Context: an optimization exercise on an open-source flow, tuned for small area. The choices shown serve that exercise and are no tape-out recipe. The RTL was checked by simulation tests, not by an equivalence proof against the original design. Power and IR drop assume default switching activity.

File: design.v
`timescale 1ns / 1ps
module shifter(shifted_out, shift_amount_in, b_in, shift_operation_in);
input [31:0] b_in;
input [4:0] shift_amount_in;
input [1:0] shift_operation_in;
output [31:0] shifted_out;
wire [62:0] extended_out;
wire [46:0] mx_out1;
wire [38:0] mx_out2;
wire [34:0] mx_out3;
wire [32:0] mx_out4;
genvar i;
extender extender(.extended_out(extended_out),
						.b_in(b_in), 
						.shift_operation_in(shift_operation_in));
assign mx_out1 = (shift_amount_in[4]^(~(shift_operation_in[1] | shift_operation_in[0])))?  extended_out[62:16]:extended_out[46:0];
assign mx_out2 = (shift_amount_in[3]^(~(shift_operation_in[1] | shift_operation_in[0])))?  mx_out1[46:8]:mx_out1[38:0];
assign mx_out3 = (shift_amount_in[2]^(~(shift_operation_in[1] | shift_operation_in[0])))?  mx_out2[38:4]:mx_out2[34:0];
assign mx_out4 = (shift_amount_in[1]^(~(shift_operation_in[1] | shift_operation_in[0])))?  mx_out3[34:2]:mx_out3[32:0];
assign shifted_out = (shift_amount_in[0]^(~(shift_operation_in[1] | shift_operation_in[0])))?  mx_out4[32:1]:mx_out4[31:0];
endmodule
module extender(extended_out, b_in, shift_operation_in);
input [31:0] b_in;
input [1:0] shift_operation_in;
output reg [62:0] extended_out;
always @*
case(shift_operation_in)
	2'b00: extended_out = {b_in,{31{1'b0}}}; 
	2'b01: extended_out = {{31{1'b0}},b_in}; 
	2'b10: extended_out = {{31{b_in[31]}},b_in}; 
	2'b11: extended_out = {b_in[30:0],b_in}; 
endcase
endmodule
`timescale 1ns / 1ps
module alu(
	a_in,
	b_in,
	signed_operation_in,
	type_of_operation_in,
	shift_operation_in,
	arithmetic_operation_in,
	logical_operation_in,
	alu_result_out, 
	zero_out,
	overflow_out);
parameter SHIFT = 2'b00;
parameter SLT = 2'b01;
parameter ARITH = 2'b10;
parameter LOGIC = 2'b11;
parameter SLL = 2'b00;
parameter SRL = 2'b01;
parameter SRA = 2'b10;
parameter ROR = 2'b11;
parameter AND = 2'b00;
parameter OR = 2'b01;
parameter XOR = 2'b10;
parameter NOR = 2'b11;
input [31:0] a_in, b_in;
reg [32:0] b_for_operation;
input [1:0] type_of_operation_in, shift_operation_in, logical_operation_in;
input arithmetic_operation_in, signed_operation_in;
wire substract;
assign substract = arithmetic_operation_in|type_of_operation_in[0];
output reg [31:0]alu_result_out;
output zero_out, overflow_out;
reg [31:0] logical_out, arith_out;
wire [31:0] shifted_out; 
reg sign_ext;
reg signed [32:0] arith_out_ext, a_ext, b_ext;
wire [4:0] shift_amount_in;
assign shift_amount_in = a_in[4:0];
reg overflow;
assign zero_out = alu_result_out?0:1;
assign overflow_out = overflow;
shifter shifter(.shifted_out(shifted_out),
					.shift_amount_in(shift_amount_in), 
					.b_in(b_in), 
					.shift_operation_in(shift_operation_in));
always @(*) begin
	case(type_of_operation_in)
		SHIFT	: alu_result_out = shifted_out;
		SLT	: alu_result_out = arith_out_ext[32];
		ARITH	: alu_result_out = arith_out;
		LOGIC	: alu_result_out = logical_out;
	endcase
end
always @ (*) begin
  a_ext = {{signed_operation_in & a_in[31]}, a_in};  
  sign_ext = signed_operation_in & b_in[31];
  b_ext = {sign_ext, b_in};  
  b_for_operation = (substract)?(~b_ext):b_ext;
  arith_out_ext = b_for_operation + a_ext + substract;
  arith_out = arith_out_ext[31:0];
  overflow = signed_operation_in&(arith_out_ext[32]^arith_out_ext[31]);
end
always @(logical_operation_in or a_in or b_in) begin
	case(logical_operation_in)
				AND: logical_out = a_in & b_in;
				OR	: logical_out = a_in | b_in;
				NOR: logical_out = ~(a_in | b_in);
				XOR: logical_out = a_in ^ b_in;
	endcase
end
endmodule
module register_file (
	clk, 
	ra_in, 
	rb_in, 
	rw_in, 
	write_en_in, 
	bus_w_in, 
	bus_a_out, 
	bus_b_out
	);
input clk, write_en_in;
input [4:0] ra_in, rb_in, rw_in;
input [31:0] bus_w_in;
output reg [31:0] bus_a_out, bus_b_out;
reg [31:0] reg_file [31:0];
always @ (*) 
begin
	bus_a_out = (ra_in) ? reg_file[ra_in] : 0;
	bus_b_out = (rb_in) ? reg_file[rb_in] : 0;
end
always @ (posedge clk) 
begin
	if (write_en_in)
			reg_file[rw_in] <= bus_w_in;	
end
endmodule
`timescale 1ns / 1ps
module mips(
	clk, 
	n_rst,
	imem_addr,
	imem_data,
	dmem_addr,
	dmem_wdata,
	dmem_we,
	dmem_rdata
	);
input clk, n_rst;
output [31:0] imem_addr;
input [31:0] imem_data;
output [31:0] dmem_addr;
output [31:0] dmem_wdata;
output dmem_we;
input [31:0] dmem_rdata;
wire [31:0] instruction;
wire [6:0] special;
wire [4:0] rs, rt, rd, sa;
wire [5:0] func;
wire rotr_srl_switch;
wire [5:0] shift_amount;
wire [15:0] immediate;
	assign special = instruction[31:26];
	assign rs = instruction[25:21];
	assign rt = instruction [20:16];
	assign rd = instruction[15:11];
	assign sa = instruction[10:6];
	assign func = instruction[5:0];
	assign rotr_srl_switch = func[3]?sa[0]:rs[0];
	assign immediate = instruction[15:0];
reg [31:0] prog_counter;
reg [31:0] ext_pr_counter;
reg [15:0] next_instr;
reg [31:0] jump_address;
reg we_are_jumping;
assign imem_addr = prog_counter;
assign instruction = imem_data;
reg [4:0]  reg_a_addr, reg_b_addr, reg_write_addr;
reg [31:0] reg_write_data;
reg reg_we;
wire [31:0] reg_a, reg_b;
register_file reg_inst( 
					.clk(clk), 
					.ra_in(reg_a_addr), 
					.rb_in(reg_b_addr), 
					.rw_in(reg_write_addr), 
					.write_en_in(reg_we), 
					.bus_w_in(reg_write_data), 
					.bus_a_out(reg_a), 
					.bus_b_out(reg_b)
					);
reg [31:0] alu_a, alu_b;
wire [31:0] alu_out;
reg alu_signed_operation;
reg [1:0] alu_type_of_operation;
reg [1:0] alu_shift_operation;
reg alu_arith_operation;
reg [1:0] alu_logic_operation;
wire zero_out, overflow_out; 
assign shift_amount = func[3]?reg_a[4:0]:sa;
alu alu_inst( 
					.a_in(alu_a),
					.b_in(alu_b), 
					.signed_operation_in(alu_signed_operation),
					.type_of_operation_in(alu_type_of_operation),
					.shift_operation_in(alu_shift_operation),
					.arithmetic_operation_in(alu_arith_operation),
					.logical_operation_in(alu_logic_operation),
					.alu_result_out(alu_out), 
					.zero_out(zero_out),
					.overflow_out(overflow_out)
					);	
wire [31:0] mem_out; 
wire [31:0] ext_imm16; 
reg mem_we;
assign dmem_addr = alu_out;
assign dmem_wdata = reg_b;
assign dmem_we = mem_we;
assign mem_out = dmem_rdata;
always @(posedge clk or negedge n_rst)
begin
	if (!n_rst)
	prog_counter = 0;
	else if (we_are_jumping)
		prog_counter <=jump_address;
	else
		prog_counter[31:2]<= prog_counter[31:2]+1;
end
assign ext_imm16 = {{16{alu_signed_operation & immediate[15]}}, immediate[15:0]};
always @(*) begin
	reg_a_addr = rs;
	reg_b_addr = rt;
	reg_write_data = alu_out;
	reg_we = 1;
	mem_we = 0;
	reg_write_addr = rd;
	alu_logic_operation = special[1:0];
	alu_arith_operation = special[1];
	alu_signed_operation = special[0];
			case(func[1:0])
				2'b00: alu_shift_operation = 2'b00;
				2'b10: if(rotr_srl_switch)
							alu_shift_operation = 2'b11;
						 else
							alu_shift_operation = 2'b01;
				default: alu_shift_operation = 2'b10;
			endcase
	we_are_jumping = 0;
	jump_address = {prog_counter[31:28], instruction[25:0], 2'b00};
	next_instr = immediate[15:0]+1;
	ext_pr_counter = {{14{immediate[15]}}, next_instr, 2'b00};
	if(!special) begin  
		reg_write_addr = rd;
		alu_b = reg_b;
		alu_logic_operation = func[1:0];
		alu_arith_operation = func[1];
		if (!func[5:3]) begin  
			alu_type_of_operation = 2'b00;
			alu_signed_operation = 0;
			if (func[2]) 
				alu_a = reg_a;
			else 
				alu_a = shift_amount;
		end else begin  
			alu_a = reg_a;
			if(func[2]) 
			begin
				alu_type_of_operation = 2'b11;
				alu_signed_operation = 0;
			end
			else begin 
			alu_signed_operation = 1;
				if (func[5]^func[3]) begin  
					alu_type_of_operation = 2'b10;
					we_are_jumping = func[3];
				end else begin
					alu_type_of_operation = 2'b01;
					if (func[0]) alu_signed_operation = 0;
				end
			end
		end
	end else if (special[5:3]) begin  
		reg_write_addr = rt;
		alu_a = reg_a;
		alu_b = ext_imm16;
		alu_type_of_operation = 2'b10;
		if (special[5]) begin  
			reg_write_data = mem_out;
			mem_we = special[3];
			reg_we = ~special[3];
			alu_arith_operation = 0;
			alu_signed_operation = 0;
		end else if (&special[3:0]) begin  
			alu_b = {immediate, {16{1'b0}}};
			alu_arith_operation = 0;
			alu_signed_operation = 0;
		end else begin	 
			if(special[2]) 
			begin
				alu_type_of_operation = 2'b11;
				alu_signed_operation = 0;
			end
			else begin  
				alu_type_of_operation = 2'b10;
				alu_signed_operation = 1;
			end 
		end
	end else begin
		reg_we = 0;
		alu_a = reg_a;
		alu_b = reg_b;
		alu_type_of_operation = 2'b10;
		alu_arith_operation = 1;
		alu_signed_operation = 0;
		if (special[2]) begin	
			next_instr = immediate[15:0]+1;
			ext_pr_counter = {{14{immediate[15]}}, next_instr, 2'b00};
			jump_address = prog_counter + ext_pr_counter;
			we_are_jumping = zero_out^special[0];
		end else begin
			we_are_jumping = 1;
		end
	end
end
endmodule
File: run.sh
#!/bin/bash
# synth_recipe.tcl (not shown) runs the flow's synth.tcl, then flattens the netlist and writes it again
# the make line also repeats each setting of config.mk as NAME=value (left out here)
make -C /OpenROAD-flow-scripts/flow DESIGN_CONFIG=/design/flow/config.mk WORK_HOME=/design/flow/orfs CLKGATE_MAP_FILE= SYNTH_SCRIPT=/design/flow/synth_recipe.tcl finish
File: config.mk
export PLATFORM = sky130hd
export DESIGN_NAME = mips
export DESIGN_NICKNAME = mips
export VERILOG_FILES = /design/flow/design.v
export SDC_FILE = /design/flow/constraint.sdc
export NUM_CORES = 4
export LEC_CHECK = 0
export CAP_MARGIN = 20
export CORE_MARGIN = 2
export CORE_UTILIZATION = 40
export SETUP_SLACK_MARGIN = 0.2
export SLEW_MARGIN = 20
File: constraint.sdc
create_clock -name core_clock -period 10.5 [get_ports {clk}]
set_input_delay 2.1000 -clock core_clock [delete_from_list [all_inputs] [get_ports {clk}]]
set_output_delay 2.1000 -clock core_clock [all_outputs]
set_load 0.01 [all_outputs]
==> impl_metrics.tcl <==
set metrics [dict create \
    status "no timing/DRC/antenna violations" \
    hold_depth 1 \
    clockBufferDepth 3 \
    synth_edf_count 1024 \
    worstHoldEndpoint "prog_counter[31]$_DFFE_PN0P_" \
    synth_cell_types 102 \
    grt_pass1_wl_um 353000 \
    max-slew-margin-rel 0.2864 \
    dp.cells 6660 \
    clock_latency_ps 780 \
    vias_per_cell 6.610 \
    p_leak_nw 24.79 \
    synth-seq-area-share 0.5173 \
    drive_above_1_share 0.2850 \
    hp-class "flip-flop to flip-flop" \
    overflow 0 \
    synth_xor_xnor_area_share 0.01927 \
    yosys.area_share.simple 0.07397 \
    synth_cells 4298 \
    r2r_end "prog_counter[9]$_DFF_PN0_" \
    port_buffers 160 \
    yosys_warnings 4 \
    drv_cap 0 \
    post-place-ws_ps -117.7 \
    drc 0 \
    grt_usage 0.3223 \
    synth-compound-area-share 0.1058 \
    async_flop_share 0.02846 \
    r2r-start "reg_inst.reg_file[24][1]$_DFFE_PP_" \
    htreeDepth 3 \
    synthDominantCellAreaShare 0.5050 \
    clock.fmax_mhz 97.46 \
    worst_path_largest_cell_delay_ps 870 \
    dieArea_um2 155400 \
    routed_wl_um 255800 \
    dr_total_vias 45460 \
    irDropWorstVdd_mv 0.1396 \
    fin_util 0.4745 \
    path_cells "clkdlybuf4s50_1 > buf_12 > or3_2 > buf_4 > buf_4 > buf_4 > o221ai_1 > a21oi_1 > a22o_1 > o21a_1 > nor4_1 > o21ai_0 > nand2_1 > a221oi_2 > and2_1 > o31ai_2 > clkdlybuf4s50_1" \
    final_cells 6878 \
    start_kind "input port" \
    die_y_um 394.2 \
    cpMostUsedCell "buf_4" \
    period_minus_slack_ps 10260 \
    cts_sinks 1054 \
    detail-route-antenna-nets 0 \
    grt_max_degree 77 \
    path_buf_inv 6 \
    hp-start "prog_counter[31]$_DFFE_PN0P_" \
    p_total_w 0.01299 \
    final_area_um2 71910 \
    nNetsFinal 4951 \
    antenna_found_initial 17 \
    crit_fanout 11 \
    routabilityCongestion 1.006 \
    final_common_cell "edfxtp_1" \
    finalHoldViolations 0 \
    core_um2 151500 \
    cts_root_buf "clkbuf_16" \
    dpl_cell_area_um2 67940 \
    finalCritPeriodShare 0.9772 \
    pwr_density_cell_nw_per_um2 180.7 \
    rsz0062_at_grt "false" \
    numCtsBuffers 110 \
    avgRoutedWirePerCell_um 37.19 \
    setup_viol 0 \
    ys_ff_latch 1054 \
    row_count 143 \
    rr_worst_depth 29 \
    first_iter_violations 6529 \
    crit_slowest_cell "o31ai_2" \
    r2r_slack_ps 2910 \
    avgSynthCellArea_um2 14.17 \
    io-pin-count 163 \
    die_w_um 394.2 \
    fin_skew_ps 82.94 \
    cp-end-kind "output port" \
    hpwl_um 175000 \
    synth-main-ff-cell "edfxtp_1" \
    crit_required_ps 8400 \
    synth_top_family_by_area "multiplexers" \
    first_global_vias 44320 \
    crit_type "input port to output port" \
    synthesis.area_um2 60890 \
    worst_pin_slew_ps 1064 \
    final_cell_mix "edfxtp_1 (1024), buf_4 (470), mux4_2 (466)" \
    synth_area_leader_cell "edfxtp_1" \
    cts_tree "yes" \
    synthToLayoutAreaGrowth_pct 18.10 \
    synthMuxAreaShare 0.2250 \
    first_pass_iters 5 \
    crit_family "compound AO/OA/AOI/OAI gates" \
    initial_utilization 0.4018 \
    slew_viol_final 0 \
    synthAdderAreaFrac 0.02758 \
    synth_area_leaders "edfxtp_1 (50%), mux4_2 (17%), mux2i_1 (3.7%)" \
    path_clk_slew_ps 60 \
    fillers 13200 \
    layout_setup_ws_ps 239.1 \
    cp.arrival_ps 8160 \
]
==> repair_timing <==
| action | in CTS | in global routing |
|---|---|---|
| hold buffers | 0 | 0 |
| pin swaps | 2 | 5 |
| buffers inserted | 5 | 2 |
| setup endpoints to repair | 3 | 10 |
| resized for setup | 13 | 24 |
| cloned | 0 | 2 |
==> synth_stat cells, types with 30 or more instances <==
cell type	number
mux4_2	466
xnor2_1	95
buf_1	38
nor2b_1	33
a21oi_1	162
mux2_2	76
and2_1	49
dfrtp_1	30
o22ai_1	60
mux2i_1	227
ha_1	131
inv_1	90
a211oi_1	33
o211ai_1	36
a22o_1	42
edfxtp_1	1024
xor2_1	39
nor3_1	66
buf_2	62
a21o_1	31
nand4_1	49
nand3_1	98
nor2_1	207
clkbuf_1	189
a22oi_1	52
nand2_1	276
o21ai_0	95
==> layer usage <==
metal | vias up | GRT usage | part of all wire | wire length (um)
li1 | 18470 | - | - | -
met1 | 23470 | 0.4275 | 0.38 | 98290
met2 | 2898 | 0.5003 | 0.45 | 116100
met3 | 615 | 0.06882 | 0.10 | 26130
met4 | 6 | 0.1643 | 0.060 | 15240
met5 | - | 0 | 0.00014 | 36
==> power by group <==
group | switching (W) | internal, W
combinational | 0.00241 | 0.00142
sequential | 0.000118 | 0.00509
clock | 0.00172 | 0.00223
total | 0.00425 | 0.00874
==> cell families after synthesis <==
kind of cell               after synthesis
muxes                                  772
and+or+nand+nor                        925
adders and majority gates              133
DFF                                   1054
AOI/OAI and AO/OA                      862
other                                    1
buffers and inverters                  417
xor gates and xnor gates               134
==> per-stage QoR <==
| step | setup TNS (ps) | hold slack (ps) |
|---|---|---|
| 2_1_floorplan | 0 | 503.9 |
| 3_3_place_gp | -76.32 | 523.2 |
| 3_5_place_dp | -117.7 | 503.0 |
| 4_1_cts | 0 | 521.0 |
| 5_1_grt | 0 | 532.6 |
| 6_report | 0 | 529.7 |
==> area by class of cell <==
type | instances | area, um^2 | area share
multi-input cells | 2828 | 28030 | 0.3898
diodes | 2 | 5.005 | 0.00006959
clock buffers | 139 | 2882 | 0.04007
repair buffers | 663 | 5836 | 0.08115
clock inverters | 67 | 760.7 | 0.01058
flip-flops and latches | 1054 | 31500 | 0.4380
inverters | 95 | 359.1 | 0.004993
well taps | 2030 | 2540 | 0.03532
==> how the worst max path moves through the flow <==
stage,cells past startpoint,slack [ps],from,endpoint
after floorplan,26,280,imem_data[22],dmem_addr[0]
after global placement,24,-80,imem_data[16],dmem_addr[0]
after detailed placement,24,-120,imem_data[16],dmem_addr[0]
after CTS,24,190,imem_data[16],dmem_addr[0]
after global routing,20,200,imem_data[19],dmem_addr[27]
final,17,240,imem_data[19],dmem_addr[11]
==> sequential cells by signal, indices dropped and copies added (netlist names) <==
register	count
reg_inst.reg_file	1024
prog_counter	30

port drivers added, routing unchanged:
Ports are ideal in the flow. The routed layout listed here was re-timed in OpenROAD. Step 1 sets driving cells, clkbuf_16 on the clock port and buf_2 on the other inputs (assumed; they add their load-dependent delay and slew). Step 2 also shifts input and output timing later by t, the mid clock arrival at the registers, as if the neighbouring blocks saw the same clock. a / b / c = no drivers / after step 1 / after step 2; a / b = the first two.
t (ns): 0.830
setup slack, ns: 0.239 / 0.216 / 0.216
hold WS [ns]: 0.530 / 0.530 / 0.530
After both steps setup and hold are still met in this run. The setup slack of this run moves by -0.023 ns with the drivers and by -0.023 ns with both steps.
